What follows belongs to an exercise in optimizing a design on an open flow for small area and a short achievable clock period; a production flow would make more cautious choices.
RTL that was checked went through simulation tests only; none was proved equivalent to the original.
For runs 2 to 8, only the layout was checked, not whether the RTL still works.
Power figures rest on the tool's default switching activity, not on a simulated workload.

==> flow/design.v <==
`timescale 1ns / 1ps
    module synch_fifo_16x8bit
                #(parameter integer DATA_SIZE = 8, DEPTH = 16)
            (   input [DATA_SIZE-1:0]       data_in,
                input                       wr_en,
                input                       rd_en,
                input                       clk,
                input                       reset_n,
                output                      fifo_full,
                output                      fifo_empty,
                output [DATA_SIZE-1:0]      data_out     
    );
    reg [DATA_SIZE-1:0] FIFO [0: DEPTH-1];       
    reg [DATA_SIZE-1:0] temp_data_out;
    reg [4:0]   wr_ptr;
    reg [4:0]   rd_ptr;
    always @(posedge clk or negedge reset_n)
    begin
        if(!reset_n)
            begin
                wr_ptr          <= 'b0 ;
            end
        else if(wr_en && !fifo_full)
             begin
                 wr_ptr <= wr_ptr +1;
             end 
    end
    always @(posedge clk)
    begin
        if(reset_n && wr_en && !fifo_full)
            FIFO[wr_ptr[3:0]] <= data_in ;
    end
    always@(posedge clk or negedge reset_n)
    begin
        if(!reset_n)
            begin
                rd_ptr          <= 'b0;
                temp_data_out   <= 1'b0;
            end
        else if (rd_en && !fifo_empty)
            begin
                temp_data_out  <= FIFO[rd_ptr[3:0]] ;
                rd_ptr <= rd_ptr +1;
            end
    end  
assign data_out = temp_data_out ;
assign fifo_full = ({~wr_ptr[4], wr_ptr[3:0]}== rd_ptr[4:0]);
assign fifo_empty = (wr_ptr == rd_ptr);
 endmodule
==> flow/run.sh <==
#!/bin/bash
# synth_recipe.tcl (not shown) runs the flow's synth.tcl, then flattens the netlist and writes it again
# the make line also repeats each setting of config.mk as NAME=value (left out here)
make -C /OpenROAD-flow-scripts/flow DESIGN_CONFIG=/design/flow/config.mk WORK_HOME=/design/flow/orfs CLKGATE_MAP_FILE= SYNTH_SCRIPT=/design/flow/synth_recipe.tcl finish
==> flow/config.mk <==
export PLATFORM = sky130hd
export DESIGN_NAME = synch_fifo_16x8bit
export DESIGN_NICKNAME = synch_fifo_16x8bit
export VERILOG_FILES = /design/flow/design.v
export SDC_FILE = /design/flow/constraint.sdc
export NUM_CORES = 4
export LEC_CHECK = 0
export CAP_MARGIN = 20
export CORE_MARGIN = 2
export CORE_UTILIZATION = 40
export SLEW_MARGIN = 20
==> flow/constraint.sdc <==
create_clock -name core_clock -period 3.0 [get_ports {clk}]
set_input_delay 0.6000 -clock core_clock [delete_from_list [all_inputs] [get_ports {clk}]]
set_output_delay 0.6000 -clock core_clock [all_outputs]
set_load 0.01 [all_outputs]
==> out/metrics.cfg, run 1 <==
[status]
status = complete, no violations

[power]
irDropWorstVdd_uv = 499
comb_power_share = 0.299
p_sw_uw = 2000
internal_power_uw = 4840
power_per_cell_area_mw_per_mm2 = 954
p_leak_uw = 0.00246
clkPwrFrac = 0.320
power.share.switching = 0.292
p_seq_frac = 0.381
p_total_uw = 6830

[placement]
gp_congestion = 0.828
dp_cells = 522
post_dp_cell_area_sq_mm = 0.00655
io_buffers = 21
hpwlAfterDp_mm = 7.68

[yosys]
synth.largest_area_cell = edfxtp_1
syn_area_sq_mm = 0.00597
synth_nets = 325
synth_edf_count = 128
ys.flop_type = edfxtp_1
synth_cell_types = 29
netlist.area_leader.share = 0.644
synthCells = 308
synthArstFlopShare = 0.123
ys_seq_area_frac = 0.720
ys_warn_count = 1
synth_seq_cells = 146
synth.most_common_cell = edfxtp_1
synth_common_cells = 128 x edfxtp_1, 18 x dfrtp_1, 18 x mux2_2, 16 x mux2i_1, 15 x mux4_1
synth_area_leaders = edfxtp_1 64%, dfrtp_1 7.5%, mux4_1 6.6%
syn_area_per_cell_sq_um = 19.4

[clock_network]
cts_num_sinks = 146
tritoncts.num_buffers = 17
cts_setup_buffers = 0
cts_tree = built
cts_buffer_depth = 2
hold_buffers = 0
cts.reportedPaths.clkPinSlew_ps = 50
cts.htree.levels = 4
root_buffer = clkbuf_16
cts_resized = 0
clock_latency_ps = 410

[finish]
post-route-util = 0.493
instances_no_fill = 554
drive_above_1_share = 0.241
multi_input_area_sq_mm = 0.00158
seq_area_sq_mm = 0.00430
fin_nets = 374
fillers = 1225
fin_area_sq_mm = 0.00716
areaGrowthSynthToFinish_pct = 20.0
antennaDiodeCount = 0

[timing]
finalHoldViolCount = 0
rsz0062_at_grt = false
min_period_over_period = 0.925
period_needed_ps = 2770
slew_headroom = 0.533
timing.fmax_mhz = 360
drv_slew = 0
fin_skew_ps = 8.74
setup_tns_ps = 0
worst_pin_slew_ps = 699
setup_viol = 0

[worst_setup_path]
path_buf_inv = 2
critPathMaxStageDelay_ps = 550
start_kind = flip-flop
cp_max_fo = 7
r2r_slack_ps = 690
cp_slowest_cell = clkdlybuf4s50_1
cp.required_ps = 2400
criticalPathCategory = flip-flop to output port
critical_path.cell_chain = buf_4 -> xnor2_1 -> nand4_1 -> nor2_1 -> clkdlybuf4s50_1
r2r_cells = 5
timing.rr.start = rd_ptr[2]
r2r_end = temp_data_out[3]
worstSetupEndpointType = output port
arrival_ps = 2170
crit_family = buffers and inverters

[global_routing]
antenna_found_initial = 0
grt_pass1_vias = 3132
grt_overflow = 0
grt_max_degree = 44
grt_pass1_wl_mm = 19.3
grt_usage = 0.170

[die]
rows = 44
core_sq_mm = 0.0145
io_pins = 22
die-area_sq_mm = 0.0159
die_w_um = 126
start_util = 0.411
die_y_um = 126

[detailed_routing]
num_vias = 3003
drtPass1Iterations = 4
drt_iter0_markers = 311
drc = 0
avgViaCountPerCell = 5.42
routed_wl_mm = 12.5
ant_nets = 0
wire_per_inst_um = 22.6

[worst_hold_path]
hp-class = primary input to async pin

[flow_run]
drv_cap = 0

per-layer routing:
metal  up-vias  GRT usage  wire length, um
li1       1357          -                -
met1      1565      0.231             5720
met2        75      0.264             6060
met3         6     0.0506              676
met4         0     0.0562               76
met5         -          0                0
power by group through the flow:
stage	clock, uW	combinational [uW]	sequential, uW
finish	2190	2040	2600
global route	2310	2210	2630
CTS	2220	2080	2610
detailed placement	0	2060	2640
global placement	0	2040	2630
floorplan	0	1450	2590
kinds of logic after synthesis:
logic type,Yosys count,synth area share
AOI/OAI and AO/OA,25,0.0348
and+or+nand+nor,38,0.0346
buffers and inverters,22,0.0191
adders and majority gates,5,0.0105
DFF,146,0.720
xor gates and xnor gates,14,0.0205
muxes,58,0.161
registers in the layout, indices dropped and copies added (netlist names):
signal / count
wr_ptr: 5
FIFO: 128
rd_ptr: 5
temp_data_out: 8
layout make-up:
cell class | count | share of cell area
tap | 184 | 0.0321
multi-input combinational | 140 | 0.221
clock inverter | 15 | 0.0266
clock buffer | 17 | 0.0594
sequential | 146 | 0.600
inverter | 5 | 0.00262
timing repair buffer | 47 | 0.0583
worst reg2reg max path: cells and delay by family, from the launching register on:
family                 cells  cell delay (ps)
flip-flops                 1              380
buffers and inverters      1              540
AO/OA/AOI/OAI              1              240
multiplexers               3             1030
worst max path at each step:
stage / startpoint / endpoint / cells after the start / slack (ps)
6_report: rd_ptr[1] / fifo_empty / 5 / 230
3_3_place_gp: wr_ptr[2] / fifo_empty / 4 / 630
3_5_place_dp: wr_ptr[2] / fifo_empty / 4 / 570
4_1_cts: wr_ptr[2] / fifo_empty / 4 / 110
5_1_grt: rd_ptr[1] / fifo_empty / 5 / 70
2_1_floorplan: rd_ptr[1] / FIFO[1][0] / 7 / 520
per-stage QoR:
stage          worst slack, ps  hold WS (ps)
6_report                   225           433
5_1_grt                   72.6           436
4_1_cts                    108           412
3_5_place_dp               566           493
3_3_place_gp               629           489
2_1_floorplan              523           304
cells in the final DEF, fill, tap and decap left out, types with 4 or more instances in the layout:
| cell type | count |
|---|---|
| inv_1 | 5 |
| o211ai_1 | 6 |
| buf_4 | 25 |
| nor3_1 | 8 |
| a22o_1 | 8 |
| nor4_2 | 4 |
| dfrtp_1 | 16 |
| clkdlybuf4s50_1 | 21 |
| nor2_1 | 5 |
| mux4_2 | 9 |
| ha_1 | 5 |
| xnor2_1 | 13 |
| mux2i_1 | 16 |
| mux4_1 | 15 |
| a221oi_1 | 8 |
| nand2b_1 | 9 |
| bufinv_16 | 4 |
| clkbuf_16 | 17 |
| edfxtp_1 | 128 |
| mux2_2 | 18 |
==> inputs of run 2 (changes only) <==
==> flow/design.v (replaced) <==
`timescale 1ns / 1ps
module synch_fifo_16x8bit
  #(parameter integer DATA_SIZE = 8, DEPTH = 16)
  ( input  [DATA_SIZE-1:0] data_in,
    input                  wr_en,
    input                  rd_en,
    input                  clk,
    input                  reset_n,
    output                 fifo_full,
    output                 fifo_empty,
    output [DATA_SIZE-1:0] data_out
  );
  reg [DATA_SIZE-1:0] FIFO [0:DEPTH-1];
  reg [DATA_SIZE-1:0] temp_data_out;
  reg [3:0] wr_ptr;
  reg [3:0] rd_ptr;
  reg       full_r;
  reg       empty_r;
  wire       wr_ok = wr_en & ~full_r;
  wire       rd_ok = rd_en & ~empty_r;
  wire [3:0] wr_ptr_inc = wr_ptr + 4'd1;
  wire [3:0] rd_ptr_inc = rd_ptr + 4'd1;
  always @(posedge clk)
    if (!full_r)
      FIFO[wr_ptr] <= data_in;
  always @(posedge clk or negedge reset_n)
    if (!reset_n) begin
      wr_ptr        <= 4'd0;
      rd_ptr        <= 4'd0;
      full_r        <= 1'b0;
      empty_r       <= 1'b1;
      temp_data_out <= {DATA_SIZE{1'b0}};
    end else begin
      if (wr_ok)
        wr_ptr <= wr_ptr_inc;
      if (rd_ok) begin
        rd_ptr        <= rd_ptr_inc;
        temp_data_out <= FIFO[rd_ptr];
      end
      if (wr_ok && !rd_ok) begin
        empty_r <= 1'b0;
        full_r  <= (wr_ptr_inc == rd_ptr);
      end else if (rd_ok && !wr_ok) begin
        full_r  <= 1'b0;
        empty_r <= (rd_ptr_inc == wr_ptr);
      end
    end
  assign data_out   = temp_data_out;
  assign fifo_full  = full_r;
  assign fifo_empty = empty_r;
endmodule
==> run 2 against run 1 <==
Sequential power rose by 15%. Combinational power rose by 4%. Worst hold slack improved by 130 ps. Area after synthesis fell by 0.82%. First-iteration DRC count fell by 20%. Synthesized cell count rose by 7.1%. Critical endpoint is now fifo_full. Largest cell class unchanged.
==> out/metrics.cfg, run 2 <==
[detailed_routing]
routed_wl_mm = 11.6  ; -7.8%
ant_nets = 0  ; unchanged
drt_iter0_markers = 248  ; -20%
wire_per_inst_um = 20.8  ; -7.9%
num_vias = 2957  ; -1.5%
avgViaCountPerCell = 5.33  ; -1.7%
drc = 0  ; unchanged
drtPass1Iterations = 4  ; unchanged

[die]
core_sq_mm = 0.0145  ; -0.38%
rows = 44  ; unchanged
die_w_um = 126  ; -0.40%
die_y_um = 126  ; -0.40%
start_util = 0.409  ; -0.00181
io_pins = 22  ; unchanged
die-area_sq_mm = 0.0158  ; -0.79%

[timing]
slew_headroom = 0.444  ; -0.0890
fin_skew_ps = 6.28  ; -2.46 ps
min_period_over_period = 0.707  ; -0.218
finalHoldViolCount = 0  ; unchanged
worst_pin_slew_ps = 832  ; +133 ps
timing.fmax_mhz = 472  ; +31%
setup_viol = 0  ; unchanged
rsz0062_at_grt = false
drv_slew = 0  ; unchanged
setup_tns_ps = 0  ; unchanged
period_needed_ps = 2120  ; -655 ps

[worst_setup_path]
timing.rr.start = rd_ptr[0]
cp_max_fo = 8  ; +1
criticalPathCategory = flip-flop to output port
start_kind = flip-flop
critPathMaxStageDelay_ps = 590  ; +40 ps
critPathLaunch = full_r
worstSetupEndpointType = output port
path_buf_inv = 1  ; -1
cp.required_ps = 2400  ; about the same
arrival_ps = 1520  ; -650 ps
crit_family = buffers and inverters
critical_path.cell_chain = clkdlybuf4s50_1
cp_slowest_cell = clkdlybuf4s50_1

[yosys]
syn_area_per_cell_sq_um = 17.9  ; -7.4%
synth-compound-area-share = 0.0309  ; -0.00394
netlist.area_leader.share = 0.649  ; +0.00531
synth_common_cells = 128 x edfxtp_1, 32 x mux2i_1, 22 x o22ai_1, 17 x dfrtp_1, 12 x nor2_1
synth_edf_count = 128  ; unchanged
synth.most_common_cell = edfxtp_1
synth_area_leaders = edfxtp_1 65%, dfrtp_1 7.2%, mux2i_1 5.4%
syn_area_sq_mm = 0.00592  ; -0.82%
synthCells = 330  ; +7.1%
muxShareOfSynthArea = 0.137  ; -0.0236
synthArstFlopShare = 0.123  ; unchanged
ys.flop_type = edfxtp_1
yosys.area_share.simple = 0.0503  ; +0.0157
synth_top_family_by_area = multiplexers
ys_warn_count = 1  ; unchanged
synth_cell_types = 33  ; +14%
synth.largest_area_cell = edfxtp_1
synth_nets = 348  ; +7.1%
synth_seq_cells = 146  ; unchanged
ys_seq_area_frac = 0.726  ; +0.00615
synthXorXnorAreaFrac = 0.0222  ; +0.00165
synth_adder_area_share = 0.0127  ; +0.00220

[clock_network]
cts_tree = built
root_buffer = clkbuf_16
cts.htree.levels = 4  ; unchanged
clock_latency_ps = 420  ; about the same
cts_setup_buffers = 0  ; unchanged
cts_num_sinks = 146  ; unchanged
tritoncts.num_buffers = 17  ; unchanged
cts_resized = 0  ; unchanged
cts_buffer_depth = 2  ; unchanged
hold_buffers = 0  ; unchanged
cts.reportedPaths.clkPinSlew_ps = 60  ; about the same

[flow_run]
drv_cap = 0  ; unchanged

[global_routing]
grt_usage = 0.157  ; -0.0128
grt_pass1_wl_mm = 17.9  ; -7.3%
grt_max_degree = 29  ; -34%
antenna_found_initial = 0  ; unchanged
grt_overflow = 0  ; unchanged
grt_pass1_vias = 3129  ; -0.096%

[finish]
fin_nets = 376  ; +0.53%
multi_input_area_sq_mm = 0.00150  ; -5.4%
seq_area_sq_mm = 0.00430  ; unchanged
largest_reg_flops = 128  ; unchanged
final_common_cell = edfxtp_1
final_cell_mix = 128 x edfxtp_1, 32 x mux2i_1, 22 x o22ai_1, 21 x clkdlybuf4s50_1, 17 x clkbuf_16
antennaDiodeCount = 0  ; unchanged
drive_above_1_share = 0.159  ; -0.0815
fillers = 1211  ; -1.1%
post-route-util = 0.476  ; -0.0167
areaGrowthSynthToFinish_pct = 16.5

[placement]
hpwlAfterDp_mm = 7.53  ; -2.0%
io_buffers = 21  ; unchanged
gp_congestion = 0.806  ; -2.6%

[power]
irDropWorstVdd_uv = 516  ; +3.3%
power_per_cell_area_mw_per_mm2 = 1050  ; +9.8%
p_leak_uw = 0.00238  ; -3.0%

[worst_hold_path]
min_from = temp_data_out[3]
hp-class = flip-flop to flip-flop

[status]
status = complete, no violations

-- run 2: cell count changes in the layout (fill, tap and decap cells not counted), sizes merged, moves of 9 or more --
cell	delta
o22ai	+24
buf	-19
mux2i	+16
and2	+9
mux2	-9
-- run 2: power breakdown --
group | internal, uW | total, uW | switching (uW) | leakage (uW)
Clock | 1310 | 2100 | 797 | 0.000279
Combinational | 980 | 2120 | 1140 | 0.000736
Sequential | 2690 | 3000 | 312 | 0.00137
Total | 4970 | 7220 | 2250 | 0.00238
-- run 2: stage by stage --
step	setup WS, ps	hold slack (ps)	cell area [sq um]	power (uW)	std cells
2_1_floorplan	1020	304	5920	4500	330
3_3_place_gp	761	545	6300	5130	523
3_5_place_dp	644	556	6300	5190	523
4_1_cts	872	570	6890	7290	555
5_1_grt	705	579	6890	7580	555
6_report	880	564	6890	7220	555
-- run 2: area by class of cell --
cell class,instances,area share
flip-flops and latches,146,0.623
clock inverters,13,0.0234
well taps,184,0.0334
inverters,3,0.00163
repair buffers,28,0.0381
multi-input cells,162,0.217
clock buffers,19,0.0628
-- run 2: path summary, 6_finish.rpt --
check / endpoint / slack, ps / cells after the start
max reg2reg: temp_data_out[5] / 950 / 5
max: fifo_full / 880 / 1
min: temp_data_out[3] / 560 / 2
min in group asynchronous: wr_ptr[2] / 660 / 1
min reg2reg: temp_data_out[3] / 560 / 2
max in group asynchronous: rd_ptr[0] / 1770 / 1
-- run 2: per-layer routing --
layer / wire (um) / part of all wire / global-route usage
met3: 462 / 0.040 / 0.0365
met2: 5670 / 0.49 / 0.245
met1: 5200 / 0.45 / 0.214
met5: 0 / 0 / 0
met4: 234 / 0.020 / 0.0654
-- run 2: kinds of logic (layout without fill, tap and decap cells) --
| kind of cell | Yosys count | in the layout |
|---|---|---|
| buf+inv | 22 | 63 |
| simple gates | 57 | 57 |
| fa+ha+maj | 6 | 6 |
| flops | 146 | 146 |
| xor+xnor | 15 | 15 |
| mux | 57 | 57 |
| compound gates | 27 | 27 |
==> inputs of run 3 (changes only) <==
--- a/flow/config.mk
+++ b/flow/config.mk
@@ -8,4 +8,5 @@
 export CAP_MARGIN = 20
 export CORE_MARGIN = 2
 export CORE_UTILIZATION = 40
+export SETUP_SLACK_MARGIN = 1.6
 export SLEW_MARGIN = 20
==> run 3 against run 2 <==
Worst hold slack worse by 280 ps. Total power grew 12%. Core utilization is 5.2 points higher. Sequential share of layout area is 5.9 points lower. Sequential power hardly changed. Largest cell class unchanged. Still clean on timing, DRC and antenna. Cell area is 11% higher. Sequential cell count unchanged. Synthesized cell count stayed put. Wire length rose by 11%. Combinational power is 55% higher. Global-route usage is 1.2 points higher. Die area is the same.
==> out/metrics.cfg, run 3 <==
[die]
die_w_um = 126  ; unchanged
die-area_sq_mm = 0.0158  ; unchanged
io_pins = 22  ; unchanged
rows = 44  ; unchanged
die_y_um = 126  ; unchanged
core_sq_mm = 0.0145  ; unchanged
start_util = 0.409  ; unchanged

[power]
irDropWorstVdd_uv = 529  ; +2.6%
power_per_cell_area_mw_per_mm2 = 1060  ; +1.1%
p_leak_uw = 0.00275  ; +15%

[worst_setup_path]
criticalPathCategory = flip-flop to flip-flop
arrival_ps = 2090  ; +570 ps
start_kind = flip-flop
cp_max_fo = 4  ; -4
cp.required_ps = 3300  ; +900 ps
worstSetupEndpointType = flip-flop

[yosys]
synth_common_cells = 128 x edfxtp_1, 32 x mux2i_1, 22 x o22ai_1, 17 x dfrtp_1, 12 x nor2_1
synth_nets = 348  ; unchanged
synth_seq_cells = 146  ; unchanged
synth.most_common_cell = edfxtp_1
synth_edf_count = 128  ; unchanged
synthArstFlopShare = 0.123  ; unchanged
ys_warn_count = 1  ; unchanged
ys.flop_type = edfxtp_1
synth_cell_types = 33  ; unchanged
ys_seq_area_frac = 0.726  ; unchanged
synth.largest_area_cell = edfxtp_1
synthCells = 330  ; unchanged
syn_area_per_cell_sq_um = 17.9  ; unchanged
synth_area_leaders = edfxtp_1 65%, dfrtp_1 7.2%, mux2i_1 5.4%
syn_area_sq_mm = 0.00592  ; unchanged
netlist.area_leader.share = 0.649  ; unchanged

[global_routing]
grt_pass1_vias = 3231  ; +3.3%
use_met1 = 0.234  ; +0.0205
top_usage_layer = met2
grt_usage = 0.168  ; +0.0115
antenna_found_initial = 0  ; unchanged
met3_usage = 0.0361  ; -0.000425
use_met2 = 0.266  ; +0.0216
grt_pass1_wl_mm = 19.2  ; +7.1%
grt_overflow = 0  ; unchanged
grt_max_degree = 34  ; +17%

[finish]
antennaDiodeCount = 0  ; unchanged
instances_no_fill = 602  ; +8.5%
final_cell_mix = 128 x edfxtp_1, 32 x mux2i_1, 30 x buf_4, 18 x clkbuf_16, 16 x o22ai_1
seq_area_sq_mm = 0.00431  ; +0.26%
areaGrowthSynthToFinish_pct = 29.1
fin_nets = 423  ; +13%
fillers = 1123  ; -7.3%
fin_area_sq_mm = 0.00764  ; +11%
largest_reg_flops = 128  ; unchanged
multi_input_area_sq_mm = 0.00177  ; +18%
drive_above_1_share = 0.404  ; +0.245
final_common_cell = edfxtp_1

[clock_network]
root_buffer = clkbuf_16
clock_latency_ps = 410  ; about the same
cts_num_sinks = 146  ; unchanged
cts.htree.levels = 4  ; unchanged
cts_tree = built
tritoncts.num_buffers = 17  ; unchanged
cts.reportedPaths.clkPinSlew_ps = 60  ; about the same
cts_buffer_depth = 2  ; unchanged

[timing]
min_period_over_period = 0.597  ; -0.110
rsz0062_at_grt = true
holdWs_ps = 287  ; -277 ps
worst_pin_slew_ps = 865  ; +33.2 ps
finalHoldViolCount = 0  ; unchanged
fin_skew_ps = 5.90  ; -0.374 ps
setup_viol = 0  ; unchanged
drv_slew = 0  ; unchanged
finalWorstSetupSlack_ps = 1210  ; +329 ps
setup_tns_ps = 0  ; unchanged
timing.fmax_mhz = 558  ; +18%
period_needed_ps = 1790  ; -329 ps
slew_headroom = 0.422  ; -0.0214

[detailed_routing]
wire_per_inst_um = 21.3  ; +2.0%
avgViaCountPerCell = 5.21  ; -2.3%
num_vias = 3134  ; +6.0%
drtPass1Iterations = 4  ; unchanged
drt_iter0_markers = 302  ; +22%
drc = 0  ; unchanged
routed_wl_mm = 12.8  ; +11%
ant_nets = 0  ; unchanged

[placement]
gp_congestion = 0.798  ; -1.0%
dp_slack_ps = 743  ; +98.8 ps
dp_cells = 521  ; -0.38%
post_dp_cell_area_sq_mm = 0.00637  ; +1.1%
io_buffers = 21  ; unchanged
hpwlAfterDp_mm = 7.45  ; -1.1%

[status]
status = complete, no violations

[worst_hold_path]
hp-class = primary input to async pin

[flow_run]
drv_cap = 0  ; unchanged

[run 3: cell types whose count changed in the layout (fill, tap and decap cells not counted), sizes merged]
cell,change
dlygate4sd2,+3
clkdlybuf4s50,-19
buf,+56
dlymetal6s2s,+6
bufinv,-3
clkinv,+1
inv,+1
clkinvlp,+1
clkbuf,+1
[run 3: per-layer routing]
metal  wire [um]  up-vias  share of wire
met2        6340       60           0.50
met4         168        0          0.013
met3         430       13          0.034
met1        5850     1618           0.46
li1            -     1443              -
met5           0        -              0
[run 3: through the flow]
step           utilization  total power, uW
2_1_floorplan            -             4630
3_3_place_gp         0.440             5260
3_5_place_dp         0.440             5300
4_1_cts              0.509             7740
5_1_grt              0.528             8480
6_report             0.528             8100
[run 3: worst max-delay path, stage by stage (launching register included)]
cell and delay [ps]:
dfrtp_4 490, buf_6 150, buf_6 120, mux4_2 450
mux2_4 290, o22ai_2 100, nor2_1 70
[run 3: logic make-up (layout without fill, tap and decap cells)]
kind of cell,count (synthesis),after routing,synth area share
xor gates and xnor gates,15,15,0.0222
adders and majority gates,6,6,0.0127
buffers and inverters,22,110,0.0209
and+or+nand+nor,57,57,0.0503
AOI/OAI and AO/OA,27,27,0.0309
muxes,57,57,0.137
DFF,146,146,0.726
[run 3: worst paths after layout]
kind / start / end / slack [ps] / cells past startpoint
max in group asynchronous: reset_n / rd_ptr[0] / 2080 / 1
min reg2reg: rd_ptr[3] / rd_ptr[3] / 560 / 1
max: rd_ptr[0] / temp_data_out[2] / 1210 / 6
min in group core_clock: rd_ptr[3] / rd_ptr[3] / 560 / 1
max reg2reg: rd_ptr[0] / temp_data_out[2] / 1210 / 6
min: reset_n / temp_data_out[4] / 290 / 1
[run 3: where the power goes]
part / total, uW / switching, uW / internal (uW)
logic: 3280 / 1560 / 1720
registers: 2970 / 268 / 2700
clock network: 1840 / 794 / 1050
[run 3: repair_timing]
item | 4_1_cts | 5_1_grt
pin swaps | 13 | 17
gates resized for setup | 95 | 34
buffers inserted | 34 | 14
setup endpoints to repair | 167 | 234
gates cloned | 0 | 1
hold buffers | 0 | 0
[run 3: layout make-up]
type / count / area share
timing repair buffer: 75 / 0.105
multi-input combinational: 162 / 0.231
sequential: 146 / 0.564
inverter: 3 / 0.00180
clock buffer: 19 / 0.0567
tap: 184 / 0.0301
clock inverter: 13 / 0.0115
==> inputs of run 4 (changes only) <==
--- a/flow/config.mk
+++ b/flow/config.mk
@@ -8,5 +8,6 @@
 export CAP_MARGIN = 20
 export CORE_MARGIN = 2
 export CORE_UTILIZATION = 40
+export CTS_BUF_LIST = sky130_fd_sc_hd__clkbuf_4 sky130_fd_sc_hd__clkbuf_8
 export SETUP_SLACK_MARGIN = 1.6
 export SLEW_MARGIN = 20
==> run 4 against run 3 <==
Wire length grew 0.37%. Sequential cell count is the same. Combinational power shrank 2%. Sequential power is essentially flat. Fmax grew 0.22%. Non-clock buffer count shrank 3. Worst setup slack gained 3.9 ps. Critical endpoint is now temp_data_out[0]. Largest cell class unchanged. Largest power group unchanged. Highest routed layer unchanged.
==> out/metrics.cfg, run 4 <==
[clock_network]
cts.reportedPaths.clkPinSlew_ps = 90  ; +30 ps
clock_latency_ps = 440  ; +30 ps
cts_tree = built
cts_buffer_depth = 2  ; unchanged
cts_num_sinks = 146  ; unchanged
hold_buffers = 0  ; unchanged
root_buffer = clkbuf_8
tritoncts.num_buffers = 17  ; unchanged
cts.htree.levels = 4  ; unchanged

[worst_hold_path]
hp-class = primary input to async pin

[detailed_routing]
drtPass1Iterations = 4  ; unchanged
wire_per_inst_um = 21.4  ; +0.87%
drt_iter0_markers = 289  ; -4.3%
routed_wl_mm = 12.8  ; +0.37%
drc = 0  ; unchanged
avgViaCountPerCell = 5.27  ; +1.3%
num_vias = 3158  ; +0.77%
ant_nets = 0  ; unchanged

[die]
die_y_um = 126  ; unchanged
rows = 44  ; unchanged
die-area_sq_mm = 0.0158  ; unchanged
start_util = 0.409  ; unchanged
io_pins = 22  ; unchanged
core_sq_mm = 0.0145  ; unchanged
die_w_um = 126  ; unchanged

[finish]
fillers = 1142  ; +1.7%
drive_above_1_share = 0.402  ; -0.00190
largest_reg_flops = 128  ; unchanged
seq_area_sq_mm = 0.00431  ; unchanged
final_common_cell = edfxtp_1
fin_nets = 420  ; -0.71%
multi_input_area_sq_mm = 0.00176  ; -0.21%
areaGrowthSynthToFinish_pct = 25.5
antennaDiodeCount = 0  ; unchanged
fin_area_sq_mm = 0.00743  ; -2.8%
final_cell_mix = 128 x edfxtp_1, 32 x mux2i_1, 23 x buf_4, 20 x buf_6, 17 x clkbuf_8

[yosys]
netlist.area_leader.share = 0.649  ; unchanged
syn_area_sq_mm = 0.00592  ; unchanged
synth_area_leaders = edfxtp_1 65%, dfrtp_1 7.2%, mux2i_1 5.4%
synth.largest_area_cell = edfxtp_1
synthArstFlopShare = 0.123  ; unchanged
synth_common_cells = 128 x edfxtp_1, 32 x mux2i_1, 22 x o22ai_1, 17 x dfrtp_1, 12 x nor2_1
synth_cell_types = 33  ; unchanged
ys_seq_area_frac = 0.726  ; unchanged
synth.most_common_cell = edfxtp_1
synth_edf_count = 128  ; unchanged
syn_area_per_cell_sq_um = 17.9  ; unchanged
synth_seq_cells = 146  ; unchanged
ys.flop_type = edfxtp_1
synth_nets = 348  ; unchanged
synthCells = 330  ; unchanged
ys_warn_count = 1  ; unchanged

[worst_setup_path]
cp.required_ps = 3330  ; +30 ps
cp_max_fo = 6  ; +2
worstSetupEndpointType = flip-flop
start_kind = flip-flop
criticalPathCategory = flip-flop to flip-flop
arrival_ps = 2110  ; +20 ps

[global_routing]
grt_max_degree = 34  ; unchanged
grt_pass1_wl_mm = 19.3  ; +0.50%
grt_overflow = 0  ; unchanged
grt_usage = 0.168  ; -0.000231
antenna_found_initial = 0  ; unchanged
grt_pass1_vias = 3256  ; +0.77%

[status]
status = complete, no violations

[power]
irDropWorstVdd_uv = 431  ; -18%
power_per_cell_area_mw_per_mm2 = 1010  ; -4.8%
p_leak_uw = 0.00264  ; -4.1%

[timing]
rsz0062_at_grt = true
drv_slew = 0  ; unchanged
min_period_over_period = 0.596  ; -0.00129
fin_skew_ps = 12.9  ; +7.05 ps
setup_viol = 0  ; unchanged
worst_pin_slew_ps = 874  ; +9.11 ps
timing.fmax_mhz = 560  ; +0.22%
setup_tns_ps = 0  ; unchanged
finalHoldViolCount = 0  ; unchanged
period_needed_ps = 1790  ; -3.87 ps
slew_headroom = 0.416  ; -0.00609

[placement]
hpwlAfterDp_mm = 7.45  ; unchanged
post_dp_cell_area_sq_mm = 0.00637  ; unchanged
gp_congestion = 0.798  ; unchanged
io_buffers = 21  ; unchanged

[flow_run]
drv_cap = 0  ; unchanged

-- run 4: area by class of cell --
type	instances	share of cell area
sequential	146	0.580
clock inverter	13	0.0118
timing repair buffer	72	0.104
inverter	3	0.00185
tap	184	0.0310
multi-input combinational	162	0.237
clock buffer	19	0.0335
-- run 4: final timing paths --
check	cells after the start	from	slack [ps]	endpoint
max in group asynchronous	1	reset_n	2100	rd_ptr[0]
worst max-delay path	6	rd_ptr[0]	1210	temp_data_out[0]
worst min register to register	1	rd_ptr[3]	570	rd_ptr[3]
worst max register to register	6	rd_ptr[0]	1210	temp_data_out[0]
min in group core_clock	1	rd_ptr[3]	570	rd_ptr[3]
worst min-delay path	1	reset_n	260	temp_data_out[4]
-- run 4: cells by family (layout without fill, tap and decap cells) --
kind of cell | count (synthesis) | in the layout | share of synthesized area
buffers and inverters | 22 | 107 | 0.0209
muxes | 57 | 57 | 0.137
AOI/OAI and AO/OA | 27 | 27 | 0.0309
xor gates and xnor gates | 15 | 15 | 0.0222
DFF | 146 | 146 | 0.726
adders and majority gates | 6 | 6 | 0.0127
and+or+nand+nor | 57 | 57 | 0.0503
-- run 4: power breakdown --
group | internal (uW) | switching [uW]
Clock | 585 | 730
Sequential | 2700 | 277
Combinational | 1660 | 1540
-- run 4: critical path, cell delays in order (launching register included) --
cell and delay (ps):
dfrtp_4 510, buf_12 150, buf_6 130, mux4_2 410
mux2_2 300, o22ai_2 100, nor2_1 70
-- run 4: repair_timing --
item	4_1_cts	5_1_grt
pin swaps	14	19
gates resized for setup	101	35
setup endpoints to repair	161	210
gates cloned	0	1
setup buffers	35	10
-- run 4: metrics by stage --
step | hold WS (ps) | utilization | total power (uW) | setup WS (ps) | std cells
2_1_floorplan | 304 | - | 4630 | 1250 | 330
3_3_place_gp | 553 | 0.440 | 5260 | 801 | 521
3_5_place_dp | 551 | 0.440 | 5300 | 743 | 521
4_1_cts | 572 | 0.495 | 7180 | 1210 | 588
5_1_grt | 319 | 0.513 | 7850 | 1160 | 599
6_report | 263 | 0.513 | 7490 | 1210 | 599
-- run 4: layer usage --
layer | track usage | up-vias | part of all wire
li1 | - | 1439 | -
met5 | 0 | - | 0
met4 | 0.0588 | 0 | 0.015
met1 | 0.231 | 1630 | 0.46
met2 | 0.264 | 76 | 0.49
met3 | 0.0408 | 13 | 0.039
==> inputs of run 5 (changes only) <==
==> flow/design.v (replaced) <==
`timescale 1ns / 1ps
module synch_fifo_16x8bit
  #(parameter integer DATA_SIZE = 8, DEPTH = 16)
  ( input  [DATA_SIZE-1:0] data_in,
    input                  wr_en,
    input                  rd_en,
    input                  clk,
    input                  reset_n,
    output                 fifo_full,
    output                 fifo_empty,
    output [DATA_SIZE-1:0] data_out
  );
  reg [DATA_SIZE-1:0] FIFO [0:DEPTH-1];
  reg [DATA_SIZE-1:0] temp_data_out;
  reg [3:0] wr_ptr;
  reg [3:0] rd_ptr;
  reg       full_r;       
  reg       empty_r;      
  reg       one_r;        
  reg       fifteen_r;    
  wire wr_ok = wr_en & ~full_r;
  wire rd_ok = rd_en & ~empty_r;
  wire inc   = wr_ok & ~rd_ok;    
  wire dec   = rd_ok & ~wr_ok;    
  wire [3:0] diff = wr_ptr - rd_ptr;
  wire two      = (diff == 4'd2);
  wire fourteen = (diff == 4'd14);
  always @(posedge clk)
    if (!full_r)
      FIFO[wr_ptr] <= data_in;
  always @(posedge clk or negedge reset_n)
    if (!reset_n) begin
      wr_ptr        <= 4'd0;
      rd_ptr        <= 4'd0;
      full_r        <= 1'b0;
      empty_r       <= 1'b1;
      one_r         <= 1'b0;
      fifteen_r     <= 1'b0;
      temp_data_out <= {DATA_SIZE{1'b0}};
    end else begin
      if (wr_ok)
        wr_ptr <= wr_ptr + 4'd1;
      if (rd_ok) begin
        rd_ptr        <= rd_ptr + 4'd1;
        temp_data_out <= FIFO[rd_ptr];
      end
      if (inc) begin
        empty_r   <= 1'b0;
        full_r    <= fifteen_r;
        one_r     <= empty_r;
        fifteen_r <= fourteen;
      end else if (dec) begin
        full_r    <= 1'b0;
        empty_r   <= one_r;
        one_r     <= two;
        fifteen_r <= full_r;
      end
    end
  assign data_out   = temp_data_out;
  assign fifo_full  = full_r;
  assign fifo_empty = empty_r;
endmodule
--- a/flow/config.mk
+++ b/flow/config.mk
@@ -9,5 +9,7 @@
 export CORE_MARGIN = 2
 export CORE_UTILIZATION = 40
 export CTS_BUF_LIST = sky130_fd_sc_hd__clkbuf_4 sky130_fd_sc_hd__clkbuf_8
+export CTS_CLUSTER_DIAMETER = 100
+export CTS_CLUSTER_SIZE = 40
 export SETUP_SLACK_MARGIN = 1.6
 export SLEW_MARGIN = 20
==> run 5 against run 4 <==
Via count increased by 8.4%. Highest routed layer unchanged. Worst setup slack gained 47 ps. Critical path depth decreased by 1. Global-route usage rose by 1.1 points. Largest cell class unchanged.
==> out/metrics.cfg, run 5 <==
[status]
status = complete, no violations

[finish]
drive_above_1_share = 0.449  ; +0.0471
fin_nets = 473  ; +13%
final_cell_mix = 128 x edfxtp_1, 25 x buf_4, 24 x mux2i_1, 21 x buf_6
fin_area_sq_mm = 0.00789  ; +6.3%
areaGrowthSynthToFinish_pct = 30.2
largest_reg_flops = 128  ; unchanged
antennaDiodeCount = 0  ; unchanged
instances_no_fill = 649  ; +8.3%
final_common_cell = edfxtp_1

[global_routing]
grt_pass1_vias = 3553  ; +9.1%
grt_usage = 0.179  ; +0.0106
grt_pass1_wl_mm = 20.7  ; +7.3%
grt_max_degree = 21  ; -38%
antenna_found_initial = 0  ; unchanged
grt_overflow = 0  ; unchanged

[clock_network]
hold_buffers = 0  ; unchanged
cts_num_sinks = 148  ; +1.4%
cts_buffer_depth = 2  ; unchanged
tritoncts.num_buffers = 17  ; unchanged
root_buffer = clkbuf_8
cts.reportedPaths.clkPinSlew_ps = 80  ; about the same
cts.htree.levels = 4  ; unchanged
clock_latency_ps = 450  ; about the same
cts_tree = built

[yosys]
synth_cell_types = 35  ; +6.1%
synthCells = 365  ; +11%
synth_seq_cells = 148  ; +1.4%
ys_seq_area_frac = 0.717  ; -0.00897
netlist.area_leader.share = 0.634  ; -0.0154
ys.flop_type = edfxtp_1
syn_area_per_cell_sq_um = 16.6  ; -7.4%
synth_common_cells = 128 x edfxtp_1, 46 x nor2_1, 24 x mux2i_1, 22 x nand2_1, 19 x dfrtp_1
synthArstFlopShare = 0.135  ; +0.0118
synth_area_leaders = edfxtp_1 63%, dfrtp_1 7.8%, mux4_2 5.2%
synth_nets = 386  ; +11%
synth.largest_area_cell = edfxtp_1
synth.most_common_cell = edfxtp_1
ys_warn_count = 1  ; unchanged
synth_edf_count = 128  ; unchanged
syn_area_sq_mm = 0.00606  ; +2.4%

[worst_setup_path]
start_kind = primary input
arrival_ps = 2100  ; about the same
worstSetupEndpointType = flip-flop
cp.required_ps = 3350  ; +20 ps
cp_max_fo = 4  ; -2
criticalPathCategory = primary input to flip-flop

[power]
irDropWorstVdd_uv = 435  ; +0.93%
p_seq_frac = 0.374  ; -0.023
internal_power_uw = 5120  ; +3.6%
p_total_uw = 7940  ; +6.0%
power.share.switching = 0.355  ; +0.0148
power_per_cell_area_mw_per_mm2 = 1010  ; -0.23%
p_sw_uw = 2820  ; +11%
comb_power_share = 0.448  ; +0.020
clkPwrFrac = 0.178  ; +0.002
p_leak_uw = 0.00277  ; +4.9%

[placement]
hpwlAfterDp_mm = 8.03  ; +7.8%
io_buffers = 21  ; unchanged
dp_cells = 561  ; +7.7%
gp_congestion = 0.785  ; -1.6%
post_dp_cell_area_sq_mm = 0.00661  ; +3.9%

[timing]
timing.fmax_mhz = 575  ; +2.7%
period_needed_ps = 1740  ; -46.7 ps
worst_pin_slew_ps = 715  ; -159 ps
min_period_over_period = 0.580  ; -0.0156
slew_headroom = 0.522  ; +0.106
holdWs_ps = 492  ; +229 ps
drv_slew = 0  ; unchanged
setup_tns_ps = 0  ; unchanged
fin_skew_ps = 6.30  ; -6.65 ps
rsz0062_at_grt = true
finalHoldViolCount = 0  ; unchanged
setup_viol = 0  ; unchanged

[die]
die_w_um = 127  ; +1.2%
die_y_um = 127  ; +1.2%
core_sq_mm = 0.0146  ; +1.1%
die-area_sq_mm = 0.0162  ; +2.4%
rows = 44  ; unchanged
start_util = 0.414  ; +0.00522
io_pins = 22  ; unchanged

[detailed_routing]
avgViaCountPerCell = 5.27  ; about the same
wire_per_inst_um = 21.2  ; -1.1%
num_vias = 3423  ; +8.4%
ant_nets = 0  ; unchanged
drc = 0  ; unchanged
drtPass1Iterations = 4  ; unchanged
drt_iter0_markers = 241  ; -17%
routed_wl_mm = 13.8  ; +7.2%

[worst_hold_path]
hp-class = primary input to async pin

[flow_run]
drv_cap = 0  ; unchanged

## run 5: worst paths after layout
kind                       cells after the start    start  slack (ps)        end
setup reg to reg                               7  empty_r        1270      one_r
max in group asynchronous                      2  reset_n        2230    empty_r
min in group core_clock                        2    one_r         520      one_r
hold reg to reg                                2    one_r         520      one_r
setup / recovery                               5    wr_en        1260      one_r
hold / removal                                 2  reset_n         490  wr_ptr[1]
## run 5: routing by layer
layer / vias to the layer above / GRT usage / share of wire
li1: 1555 / - / -
met1: 1755 / 0.240 / 0.43
met2: 88 / 0.280 / 0.49
met3: 25 / 0.0410 / 0.046
met4: 0 / 0.0814 / 0.030
met5: - / 0 / 0
## run 5: power groups by stage
stage | sequential [uW] | clock (uW) | combinational [uW]
global placement | 3060 | 0 | 2380
detailed placement | 3080 | 0 | 2410
CTS | 2970 | 1450 | 3240
global route | 3010 | 1530 | 3790
finish | 2970 | 1420 | 3560
floorplan | 2900 | 0 | 1900
## run 5: cell type report
type / instances / area [sq um]
clock buffers: 17 / 234
clock inverters: 15 / 133
fillers: 1195 / 6750
inverters: 6 / 30.0
multi-input cells: 194 / 1910
flip-flops and latches: 148 / 4360
well taps: 184 / 230
repair buffers: 85 / 991
## run 5: repair_timing
| action | CTS | global route |
|---|---|---|
| buffers inserted | 40 | 14 |
| endpoints found under the hold margin | 0 | 0 |
| pin swaps | 29 | 28 |
| resized for setup | 102 | 35 |
| cloned | 2 | 0 |
| endpoints found under the setup margin | 155 | 160 |
## run 5: per-stage QoR
step / setup WS [ps] / util
finish: 1260 / 0.539
detailed placement: 504 / 0.452
CTS: 1250 / 0.523
floorplan: 913 / -
global route: 1220 / 0.539
global placement: 548 / 0.452
## run 5: critical path, stage by stage
cell and delay, ps:
clkdlybuf4s50_1 460, nor2b_4 200, ha_4 230, or3b_4 410
o41ai_2 200
## run 5: kinds of logic after synthesis
| logic type | count (synthesis) | share of synthesized area |
|---|---|---|
| compound gates | 33 | 0.0396 |
| buf+inv | 23 | 0.0268 |
| flops | 148 | 0.717 |
| fa+ha+maj | 9 | 0.0186 |
| mux | 48 | 0.117 |
| simple gates | 95 | 0.0681 |
| xor+xnor | 9 | 0.0130 |
==> inputs of run 6 (changes only) <==
--- a/flow/config.mk
+++ b/flow/config.mk
@@ -9,7 +9,5 @@
 export CORE_MARGIN = 2
 export CORE_UTILIZATION = 40
 export CTS_BUF_LIST = sky130_fd_sc_hd__clkbuf_4 sky130_fd_sc_hd__clkbuf_8
-export CTS_CLUSTER_DIAMETER = 100
-export CTS_CLUSTER_SIZE = 40
 export SETUP_SLACK_MARGIN = 1.6
 export SLEW_MARGIN = 20
==> run 6 against run 5 <==
Still clean. Core utilization stayed put. Sequential cell count stayed put. Clock-buffer cell count stayed put. Clock skew stayed put. Wire length stayed put. Die area stayed put. Cell area stayed put. Critical path type unchanged. Largest cell class unchanged.
==> out/metrics.cfg, run 6 <==
[yosys]
synth.largest_area_cell = edfxtp_1
synth.most_common_cell = edfxtp_1
synth_nets = 386  ; unchanged
ys.flop_type = edfxtp_1
ys_seq_area_frac = 0.717  ; unchanged
synth_common_cells = 128 x edfxtp_1, 46 x nor2_1, 24 x mux2i_1, 22 x nand2_1, 19 x dfrtp_1
synthCells = 365  ; unchanged
synth_edf_count = 128  ; unchanged
synth_cell_types = 35  ; unchanged
synth_seq_cells = 148  ; unchanged
synth_area_leaders = edfxtp_1 63%, dfrtp_1 7.8%, mux4_2 5.2%
ys_warn_count = 1  ; unchanged
synthArstFlopShare = 0.135  ; unchanged
syn_area_sq_mm = 0.00606  ; unchanged
syn_area_per_cell_sq_um = 16.6  ; unchanged
netlist.area_leader.share = 0.634  ; unchanged

[timing]
drv_slew = 0  ; unchanged
min_period_over_period = 0.580  ; unchanged
fin_skew_ps = 6.30  ; unchanged
setup_tns_ps = 0  ; unchanged
rsz0062_at_grt = true
period_needed_ps = 1740  ; unchanged
slew_headroom = 0.522  ; unchanged
timing.fmax_mhz = 575  ; unchanged
holdWs_ps = 492  ; unchanged
setup_viol = 0  ; unchanged
finalHoldViolCount = 0  ; unchanged
worst_pin_slew_ps = 715  ; unchanged

[power]
irDropWorstVdd_uv = 435  ; unchanged
p_total_uw = 7940  ; unchanged
power_per_cell_area_mw_per_mm2 = 1010  ; unchanged
p_leak_uw = 0.00277  ; unchanged

[finish]
final_common_cell = edfxtp_1
drive_above_1_share = 0.449  ; unchanged
largest_reg_flops = 128  ; unchanged
fillers = 1195  ; unchanged
antennaDiodeCount = 0  ; unchanged
post-route-util = 0.539  ; unchanged
fin_nets = 473  ; unchanged
final_cell_mix = 128 x edfxtp_1, 25 x buf_4, 24 x mux2i_1, 21 x buf_6
fin_area_sq_mm = 0.00789  ; unchanged
areaGrowthSynthToFinish_pct = 30.2  ; unchanged

[clock_network]
root_buffer = clkbuf_8
tritoncts.num_buffers = 17  ; unchanged
hold_buffers = 0  ; unchanged
clock_latency_ps = 450  ; about the same
cts.reportedPaths.clkPinSlew_ps = 80  ; about the same
cts_num_sinks = 148  ; unchanged
cts_tree = built
cts.htree.levels = 4  ; unchanged
cts_buffer_depth = 2  ; unchanged

[placement]
gp_congestion = 0.785  ; unchanged
hpwlAfterDp_mm = 8.03  ; unchanged
io_buffers = 21  ; unchanged
post_dp_cell_area_sq_mm = 0.00661  ; unchanged

[worst_hold_path]
hp-class = primary input to async pin

[status]
status = complete, no violations

[detailed_routing]
drtPass1Iterations = 4  ; unchanged
drc = 0  ; unchanged
wire_per_inst_um = 21.2  ; unchanged
routed_wl_mm = 13.8  ; unchanged
ant_nets = 0  ; unchanged
drt_iter0_markers = 241  ; unchanged
num_vias = 3423  ; unchanged
avgViaCountPerCell = 5.27  ; unchanged

[worst_setup_path]
path_buf_inv = 1  ; unchanged
r2r_cells = 7  ; unchanged
critPathMaxStageDelay_ps = 460  ; about the same
critPathLaunch = wr_en
r2r_end = one_r
r2r_slack_ps = 1270  ; about the same
cp_slowest_cell = clkdlybuf4s50_1
worstSetupEndpointType = flip-flop
critical_path.cell_chain = clkdlybuf4s50_1 -> nor2b_4 -> ha_4 -> or3b_4 -> o41ai_2
arrival_ps = 2100  ; about the same
criticalPathCategory = primary input to flip-flop
cp.required_ps = 3350  ; about the same
start_kind = primary input
crit_family = simple AND/OR/NAND/NOR gates
timing.rr.start = empty_r
cp_max_fo = 4  ; unchanged

[flow_run]
drv_cap = 0  ; unchanged

[global_routing]
grt_overflow = 0  ; unchanged
antenna_found_initial = 0  ; unchanged
grt_pass1_wl_mm = 20.7  ; unchanged
grt_usage = 0.179  ; unchanged
grt_pass1_vias = 3553  ; unchanged
grt_max_degree = 21  ; unchanged

[die]
die_w_um = 127  ; unchanged
core_sq_mm = 0.0146  ; unchanged
io_pins = 22  ; unchanged
die-area_sq_mm = 0.0162  ; unchanged
rows = 44  ; unchanged
start_util = 0.414  ; unchanged
die_y_um = 127  ; unchanged

run 6: repair_timing:
item	4_1_cts	5_1_grt
gates resized for setup	102	35
gates cloned	2	0
endpoints found under the setup margin	155	160
buffers inserted	40	14
pin swaps	29	28
run 6: per-layer routing:
| metal | up-vias | share of wire | track usage |
|---|---|---|---|
| met4 | 0 | 0.030 | 0.0814 |
| met2 | 88 | 0.49 | 0.280 |
| met3 | 25 | 0.046 | 0.0410 |
| met5 | - | 0 | 0 |
| met1 | 1755 | 0.43 | 0.240 |
| li1 | 1555 | - | - |
run 6: final cells by class:
cell class                      count  area [sq um]  area share
Tap cell                          184           230      0.0292
Sequential cell                   148          4360       0.553
Clock buffer                       17           234      0.0296
Clock inverter                     15           133      0.0168
Multi-Input combinational cell    194          1910       0.242
Timing Repair Buffer               85           991       0.126
Inverter                            6          30.0     0.00381
run 6: cells by family (layout without fill, tap and decap cells):
group / after synthesis / count (layout) / synth area share
flops: 148 / 148 / 0.717
simple gates: 95 / 95 / 0.0681
mux: 48 / 48 / 0.117
compound gates: 33 / 33 / 0.0396
buf+inv: 23 / 123 / 0.0268
fa+ha+maj: 9 / 9 / 0.0186
xor+xnor: 9 / 9 / 0.0130
run 6: power breakdown:
group | switching, uW | internal [uW] | leakage [uW] | total [uW]
combinational | 1820 | 1740 | 0.00120 | 3560
clock | 762 | 656 | 0.000180 | 1420
sequential | 243 | 2720 | 0.00139 | 2970
run 6: per-stage QoR:
step	setup WS, ps	instances
floorplan	913	365
global placement	548	561
detailed placement	504	561
CTS	1250	635
global route	1220	649
finish	1260	649
run 6: how the worst max path moves through the flow:
| stage | cells after the start | endpoint | slack [ps] |
|---|---|---|---|
| final | 5 | one_r | 1260 |
| after global routing | 7 | one_r | 1220 |
| after CTS | 1 | fifo_empty | 1250 |
| after detailed placement | 6 | fifteen_r | 500 |
| after global placement | 6 | fifteen_r | 550 |
| after floorplan | 8 | one_r | 910 |
==> inputs of run 7 (changes only) <==
==> flow/design.v (replaced) <==
`timescale 1ns / 1ps
module synch_fifo_16x8bit
  #(parameter integer DATA_SIZE = 8, DEPTH = 16)
  ( input  [DATA_SIZE-1:0] data_in,
    input                  wr_en,
    input                  rd_en,
    input                  clk,
    input                  reset_n,
    output                 fifo_full,
    output                 fifo_empty,
    output [DATA_SIZE-1:0] data_out
  );
  reg [DATA_SIZE-1:0] q [1:DEPTH];    
  reg [DATA_SIZE-1:0] temp_data_out;
  reg [4:0] count;
  reg       full_r;
  reg       empty_r;
  wire wr_ok = wr_en & ~full_r;
  wire rd_ok = rd_en & ~empty_r;
  wire inc   = wr_ok & ~rd_ok;
  wire dec   = rd_ok & ~wr_ok;
  wire [DEPTH:0] at;
  genvar g;
  generate
    for (g = 0; g <= DEPTH; g = g + 1) begin : dec_count
      assign at[g] = (count == g);
    end
  endgenerate
  integer i;
  always @(posedge clk)
    for (i = 1; i <= DEPTH; i = i + 1)
      if (rd_ok)
        q[i] <= (i == DEPTH || at[i]) ? data_in : q[(i == DEPTH) ? DEPTH : i + 1];
      else if (at[i-1])
        q[i] <= data_in;
  always @(posedge clk or negedge reset_n)
    if (!reset_n) begin
      count         <= 5'd0;
      full_r        <= 1'b0;
      empty_r       <= 1'b1;
      temp_data_out <= {DATA_SIZE{1'b0}};
    end else begin
      if (rd_ok)
        temp_data_out <= q[1];
      if (inc) begin
        count   <= count + 5'd1;
        empty_r <= 1'b0;
        full_r  <= at[DEPTH-1];
      end else if (dec) begin
        count   <= count - 5'd1;
        full_r  <= 1'b0;
        empty_r <= at[1];
      end
    end
  assign data_out   = temp_data_out;
  assign fifo_full  = full_r;
  assign fifo_empty = empty_r;
endmodule
--- a/flow/config.mk
+++ b/flow/config.mk
@@ -8,6 +8,4 @@
 export CAP_MARGIN = 20
 export CORE_MARGIN = 2
 export CORE_UTILIZATION = 40
-export CTS_BUF_LIST = sky130_fd_sc_hd__clkbuf_4 sky130_fd_sc_hd__clkbuf_8
-export SETUP_SLACK_MARGIN = 1.6
 export SLEW_MARGIN = 20
==> run 7 against run 6 <==
Still clean. Sequential power rose by about 10%. Synthesized cell count rose by 74%. Global-route usage rose by 1.8 points. Combinational power fell by 58%. Largest power group is now registers.
==> out/metrics.cfg, run 7 <==
[timing]
fin_skew_ps = 7.80  ; +1.50 ps
timing.fmax_mhz = 469  ; -18%
worst_pin_slew_ps = 677  ; -37.8 ps
holdWs_ps = 437  ; -55.2 ps
setup_tns_ps = 0  ; unchanged
slew_headroom = 0.547  ; +0.0253
rsz0062_at_grt = false
drv_slew = 0  ; unchanged
min_period_over_period = 0.710  ; +0.130
finalHoldViolCount = 0  ; unchanged
period_needed_ps = 2130  ; +390 ps
setup_viol = 0  ; unchanged

[yosys]
synthCells = 635  ; +74%
synth.largest_area_cell = dfxtp_1
synth-compound-area-share = 0.180  ; +0.141
synth.most_common_cell = nor2_1
ys.flop_type = dfxtp_1
synth_edf_count = 8  ; -94%
syn_area_sq_mm = 0.00560  ; -7.6%
synth_seq_cells = 143  ; -3.4%
synth_top_family_by_area = simple AND/OR/NAND/NOR gates
muxShareOfSynthArea = 0.0331  ; -0.0840
ys_seq_area_frac = 0.539  ; -0.178
syn_area_per_cell_sq_um = 8.82  ; -47%
yosys.area_share.simple = 0.198  ; +0.130
synth_nets = 655  ; +70%
netlist.area_leader.share = 0.429  ; -0.205
synthArstFlopShare = 0.105  ; -0.0302
synth_adder_area_share = 0.0179  ; -0.000707
synth_cell_types = 38  ; +8.6%
synthXorXnorAreaFrac = 0.00469  ; -0.00831
synth_common_cells = 166 x nor2_1, 120 x dfxtp_1, 104 x o22ai_1, 70 x nand2_1, 25 x a21oi_1
ys_warn_count = 2  ; +1
synth_area_leaders = dfxtp_1 43%, o22ai_1 12%, nor2_1 11%

[clock_network]
cts_num_sinks = 143  ; -3.4%
root_buffer = clkbuf_16
hold_buffers = 0  ; unchanged
tritoncts.num_buffers = 17  ; unchanged
cts.reportedPaths.clkPinSlew_ps = 60  ; -20 ps
cts_setup_buffers = 0  ; -100%
cts_tree = built
cts_resized = 0  ; -100%
cts.htree.levels = 4  ; unchanged
cts_buffer_depth = 2  ; unchanged
clock_latency_ps = 420  ; -30 ps

[die]
die-area_sq_mm = 0.0150  ; -7.4%
start_util = 0.407  ; -0.00726
die_w_um = 122  ; -3.7%
rows = 43  ; -2.3%
die_y_um = 122  ; -3.7%
io_pins = 22  ; unchanged
core_sq_mm = 0.0138  ; -5.9%

[worst_setup_path]
arrival_ps = 1530  ; -570 ps
crit_family = flip-flops
critPathMaxStageDelay_ps = 570  ; +110 ps
criticalPathCategory = flip-flop to output port
start_kind = flip-flop
cp_max_fo = 3  ; -1
cp_slowest_cell = dfstp_2
worstSetupEndpointType = output port
critical_path.cell_chain = clkdlybuf4s50_1
path_buf_inv = 1  ; unchanged
cp.required_ps = 2400  ; -950 ps

[global_routing]
grt_pass1_vias = 4434  ; +25%
grt_usage = 0.196  ; +0.0177
grt_pass1_wl_mm = 22.5  ; +8.7%
grt_overflow = 0  ; unchanged
grt_max_degree = 25  ; +19%
antenna_found_initial = 0  ; unchanged

[detailed_routing]
ant_nets = 0  ; unchanged
routed_wl_mm = 13.7  ; -0.16%
num_vias = 4645  ; +36%
drc = 0  ; unchanged
drtPass1Iterations = 5  ; +1
wire_per_inst_um = 16.0  ; -24%
avgViaCountPerCell = 5.41  ; +2.6%
drt_iter0_markers = 296  ; +23%

[status]
status = complete, no violations

[power]
p_sw_uw = 2170  ; -23%
internal_power_uw = 4720  ; -7.8%
p_leak_uw = 0.00271  ; -2.0%
p_seq_frac = 0.475  ; +0.101
comb_power_share = 0.218  ; -0.230
power_per_cell_area_mw_per_mm2 = 1040  ; +3.2%
clkPwrFrac = 0.307  ; +0.129
power.share.switching = 0.315  ; -0.0404
p_total_uw = 6890  ; -13%
irDropWorstVdd_uv = 607  ; +40%

[finish]
drive_above_1_share = 0.0885  ; -0.361
fin_area_sq_mm = 0.00664  ; -16%
final_common_cell = nor2_1
areaGrowthSynthToFinish_pct = 18.5
final_cell_mix = 166 x nor2_1, 120 x dfxtp_1, 104 x o22ai_1, 70 x nand2_1, 25 x a21oi_1
fin_nets = 685  ; +45%
largest_reg_flops = 128  ; unchanged
antennaDiodeCount = 0  ; unchanged

[placement]
gp_congestion = 0.780  ; -0.65%
io_buffers = 21  ; unchanged
hpwlAfterDp_mm = 9.49  ; +18%
post_dp_cell_area_sq_mm = 0.00604  ; -8.7%

[flow_run]
drv_cap = 0  ; unchanged

[worst_hold_path]
hp-class = flip-flop to flip-flop

-- run 7: worst paths after layout --
| check | from | end | slack (ps) | cells past startpoint |
|---|---|---|---|---|
| max | empty_r | fifo_empty | 870 | 1 |
| min | q[1][0] | temp_data_out[0] | 440 | 2 |
| max reg2reg | count[1] | q[2][6] | 890 | 6 |
| min reg2reg | q[1][0] | temp_data_out[0] | 440 | 2 |
| max in group asynchronous | reset_n | temp_data_out[0] | 1980 | 1 |
| min in group asynchronous | reset_n | full_r | 590 | 1 |
-- run 7: cell type report --
type,instances,area [sq um]
Clock inverter,14,168
Inverter,13,48.8
Tap cell,180,225
Fill cell,1342,7140
Timing Repair Buffer,34,308
Sequential cell,143,3020
Clock buffer,18,429
Multi-Input combinational cell,456,2440
-- run 7: power by group through the flow --
| stage | logic, uW | clock network, uW | registers [uW] |
|---|---|---|---|
| 2_1_floorplan | 1230 | 0 | 3050 |
| 3_3_place_gp | 1430 | 0 | 3270 |
| 3_5_place_dp | 1490 | 0 | 3290 |
| 4_1_cts | 1500 | 2150 | 3260 |
| 5_1_grt | 1710 | 2230 | 3370 |
| 6_report | 1500 | 2110 | 3280 |
-- run 7: cell families (layout without fill, tap and decap cells) --
group,after synthesis,in the layout
compound gates,168,168
xor+xnor,3,3
fa+ha+maj,8,8
buf+inv,36,79
flops,143,143
mux,17,17
simple gates,260,260
-- run 7: worst reg2reg max path, stage by stage (launching register included) --
cell,delay (ps)
dfrtp_1,470
inv_1,160
ha_1,280
nor4b_2,490
nor2_1,250
a22oi_1,230
o21ai_1,90
-- run 7: per-stage QoR --
stage | worst slack [ps] | std cells | util
2_1_floorplan | 864 | 635 | -
3_3_place_gp | 624 | 826 | 0.438
3_5_place_dp | 611 | 826 | 0.438
4_1_cts | 845 | 858 | 0.482
5_1_grt | 664 | 858 | 0.482
6_report | 870 | 858 | 0.482
-- run 7: per-layer routing --
layer	vias to the layer above	routed length [um]	track usage	part of all wire
li1	2328	-	-	-
met1	2197	6530	0.252	0.48
met2	105	6330	0.311	0.46
met3	15	618	0.0553	0.045
met4	0	261	0.0812	0.019
met5	-	0	0	0
==> inputs of run 8 (changes only) <==
--- a/flow/config.mk
+++ b/flow/config.mk
@@ -8,4 +8,6 @@
 export CAP_MARGIN = 20
 export CORE_MARGIN = 2
 export CORE_UTILIZATION = 40
+export CTS_BUF_LIST = sky130_fd_sc_hd__clkbuf_4 sky130_fd_sc_hd__clkbuf_8
+export SETUP_SLACK_MARGIN = 1.5
 export SLEW_MARGIN = 20
==> run 8 against run 7 <==
Still clean. Total power rose by 7.4%. Sequential power grew 2%. Core utilization grew 9.8 points. Wire length is 24% higher. Synthesized cell count stayed put. Via count rose by 9.8%. Fmax rose by 17%. Worst hold slack gained 7.1 ps. Clock skew grew 2.1 ps. Die area unchanged. Area after synthesis unchanged. Cell area is 20% higher. Critical path type is now flip-flop to flip-flop. Critical endpoint is now q[15][5]. Highest routed layer unchanged.
==> out/metrics.cfg, run 8 <==
[detailed_routing]
wire_per_inst_um = 18.4  ; +15%
drc = 0  ; unchanged
ant_nets = 0  ; unchanged
routed_wl_mm = 17.0  ; +24%
avgViaCountPerCell = 5.54  ; +2.3%
drt_iter0_markers = 320  ; +8.1%
drtPass1Iterations = 8  ; +3
num_vias = 5101  ; +9.8%

[placement]
io_buffers = 21  ; unchanged
post_dp_cell_area_sq_mm = 0.00617  ; +2.1%
dp_slack_ps = 554  ; -56.8 ps
hpwlAfterDp_mm = 9.85  ; +3.7%
gp_congestion = 0.800  ; +2.5%

[yosys]
syn_area_sq_mm = 0.00560  ; unchanged
synth_seq_cells = 143  ; unchanged
synth_edf_count = 8  ; unchanged
syn_area_per_cell_sq_um = 8.82  ; unchanged
synth_area_leaders = dfxtp_1 43%, o22ai_1 12%, nor2_1 11%
synth_cell_types = 38  ; unchanged
ys.flop_type = dfxtp_1
netlist.area_leader.share = 0.429  ; unchanged
synthCells = 635  ; unchanged
synthArstFlopShare = 0.105  ; unchanged
ys_warn_count = 2  ; unchanged
synth.largest_area_cell = dfxtp_1
synth_nets = 655  ; unchanged
synth_common_cells = 166 x nor2_1, 120 x dfxtp_1, 104 x o22ai_1, 70 x nand2_1, 25 x a21oi_1
synth.most_common_cell = nor2_1
ys_seq_area_frac = 0.539  ; unchanged

[worst_setup_path]
cp_slowest_cell = dfrtp_2
critPathMaxStageDelay_ps = 490  ; -80 ps
start_kind = flip-flop
crit_family = flip-flops
cp.required_ps = 3350  ; +950 ps
criticalPathCategory = flip-flop to flip-flop
cp_max_fo = 8  ; +5
arrival_ps = 2170  ; +640 ps
critical_path.cell_chain = buf_4 -> ha_4 -> and3_4 -> ha_4 -> inv_2 -> mux2_4 -> nor2_1 -> nor2_1
worstSetupEndpointType = flip-flop
path_buf_inv = 2  ; +1

[clock_network]
root_buffer = clkbuf_8
cts_num_sinks = 143  ; unchanged
cts.reportedPaths.clkPinSlew_ps = 80  ; +20 ps
tritoncts.num_buffers = 17  ; unchanged
cts_tree = built
cts.htree.levels = 4  ; unchanged
cts_buffer_depth = 2  ; unchanged
clock_latency_ps = 450  ; +30 ps

[worst_hold_path]
hp-class = flip-flop to flip-flop

[finish]
seq_area_sq_mm = 0.00303  ; +0.37%
final_common_cell = dfxtp_1
areaGrowthSynthToFinish_pct = 42.5
fin_area_sq_mm = 0.00798  ; +20%
fillers = 1149  ; -14%
final_cell_mix = 120 x dfxtp_1, 110 x nor2_1, 90 x o22ai_1, 46 x buf_4, 44 x nor2_2
multi_input_area_sq_mm = 0.00330  ; +35%
drive_above_1_share = 0.404  ; +0.315
largest_reg_flops = 128  ; unchanged
antennaDiodeCount = 0  ; unchanged
fin_nets = 748  ; +9.2%

[die]
die_w_um = 122  ; unchanged
core_sq_mm = 0.0138  ; unchanged
die-area_sq_mm = 0.0150  ; unchanged
io_pins = 22  ; unchanged
die_y_um = 122  ; unchanged
rows = 43  ; unchanged
start_util = 0.407  ; unchanged

[timing]
period_needed_ps = 1820  ; -311 ps
finalHoldViolCount = 0  ; unchanged
setup_viol = 0  ; unchanged
drv_slew = 0  ; unchanged
fin_skew_ps = 9.93  ; +2.13 ps
finalWorstSetupSlack_ps = 1180  ; +311 ps
holdWs_ps = 444  ; +7.10 ps
worst_pin_slew_ps = 669  ; -8.23 ps
timing.fmax_mhz = 550  ; +17%
slew_headroom = 0.553  ; +0.00550
rsz0062_at_grt = true
setup_tns_ps = 0  ; unchanged
min_period_over_period = 0.606  ; -0.104

[power]
p_leak_uw = 0.00317  ; +17%
power_per_cell_area_mw_per_mm2 = 928  ; -11%
p_total_uw = 7400  ; +7.4%
irDropWorstVdd_uv = 495  ; -18%

[global_routing]
grt_max_degree = 19  ; -24%
grt_overflow = 0  ; unchanged
grt_pass1_wl_mm = 25.7  ; +14%
antenna_found_initial = 0  ; unchanged
grt_usage = 0.224  ; +0.0277
grt_pass1_vias = 4993  ; +13%

[status]
status = complete, no violations

[flow_run]
drv_cap = 0  ; unchanged

==> run 8: cell type report <==
cell class	instances	share of cell area
multi-input cells	456	0.413
flip-flops and latches	143	0.380
repair buffers	97	0.125
clock buffers	22	0.0356
well taps	180	0.0282
clock inverters	10	0.0110
inverters	13	0.00737
==> run 8: cells by family (layout without fill, tap and decap cells) <==
| kind of cell | count (synthesis) | count (layout) | synth area share |
|---|---|---|---|
| mux | 17 | 17 | 0.0331 |
| compound gates | 168 | 168 | 0.180 |
| flops | 143 | 143 | 0.539 |
| fa+ha+maj | 8 | 8 | 0.0179 |
| xor+xnor | 3 | 3 | 0.00469 |
| simple gates | 260 | 260 | 0.198 |
| buf+inv | 36 | 142 | 0.0270 |
==> run 8: per-layer routing <==
layer | GRT usage | part of all wire | vias up
li1 | - | - | 2442
met2 | 0.349 | 0.49 | 154
met5 | 0 | 0 | -
met4 | 0.0876 | 0.024 | 0
met3 | 0.0558 | 0.051 | 28
met1 | 0.299 | 0.44 | 2477
==> run 8: worst min-delay path, delay by kind of cell (launching register included) <==
family	cells	cell delay, ps
simple gates	2	100
flops	1	330
==> run 8: report_power, final <==
group / internal (uW) / switching, uW
Combinational: 1350 / 1260
Clock: 722 / 730
Sequential: 2720 / 624
Total: 4790 / 2620
==> run 8: worst paths after layout <==
path                            startpoint               end  slack, ps  cells after the start
worst max-delay path              count[0]          q[15][5]       1180                      8
worst min-delay path               q[1][0]  temp_data_out[0]        440                      2
worst max register to register    count[0]          q[15][5]       1180                      8
worst min register to register     q[1][0]  temp_data_out[0]        440                      2
max in group asynchronous          reset_n          count[3]       1950                      1
min in group asynchronous          reset_n  temp_data_out[0]        550                      1
==> run 8: what timing repair did <==
action                     CTS  global route
cloned                       4             0
setup endpoints to repair  155           153
hold buffers                 0             0
buffers inserted            37            24
resized for setup          103           159
pin swaps                   11            50
==> run 8: stage by stage <==
stage,utilization,cells
after global placement,0.448,824
after CTS,0.520,897
after floorplan,-,635
final,0.579,921
after detailed placement,0.448,824
after global routing,0.579,921

-- afterwards: timing with drivers on the ports --
In the flow no input, the clock included, has a driving cell. The finished layouts below were timed again as built, in two steps. Step 1, drivers: a clkbuf_16 drives clk and a buf_2 each remaining input, both assumed. Step 2 times the ports against the registers' clock, not the clock port: input delays grow and output delays shrink by t, the midpoint of the rising clock arrivals with the driver on. Slacks: no drivers / after step 1 / after step 2; pairs: no drivers / after step 1.
| run | shift t [ns] | setup WS [ns] | latest minus earliest clock arrival (ns) | cell pins on the clock port's net |
|---|---|---|---|---|
| run 1 | 0.449 | 0.225 / 0.185 / 0.634 | 0.009 / 0.009 | 1 |
| run 2 | 0.459 | 0.880 / 0.838 / 0.563 | 0.010 / 0.010 | 1 |
| run 3 | 0.448 | 1.209 / 1.209 / 1.054 | 0.006 / 0.006 | 1 |
| run 4 | 0.462 | 1.213 / 1.213 / 0.910 | 0.013 / 0.013 | 1 |
| run 5 | 0.481 | 1.260 / 1.246 / 0.780 | 0.007 / 0.007 | 1 |
| run 6 | 0.481 | 1.260 / 1.246 / 0.780 | 0.007 / 0.007 | 1 |
| run 7 | 0.464 | 0.870 / 0.827 / 0.589 | 0.009 / 0.009 | 1 |
| run 8 | 0.486 | 1.181 / 1.181 / 0.821 | 0.014 / 0.014 | 1 |
After both steps every run listed still meets setup and hold.
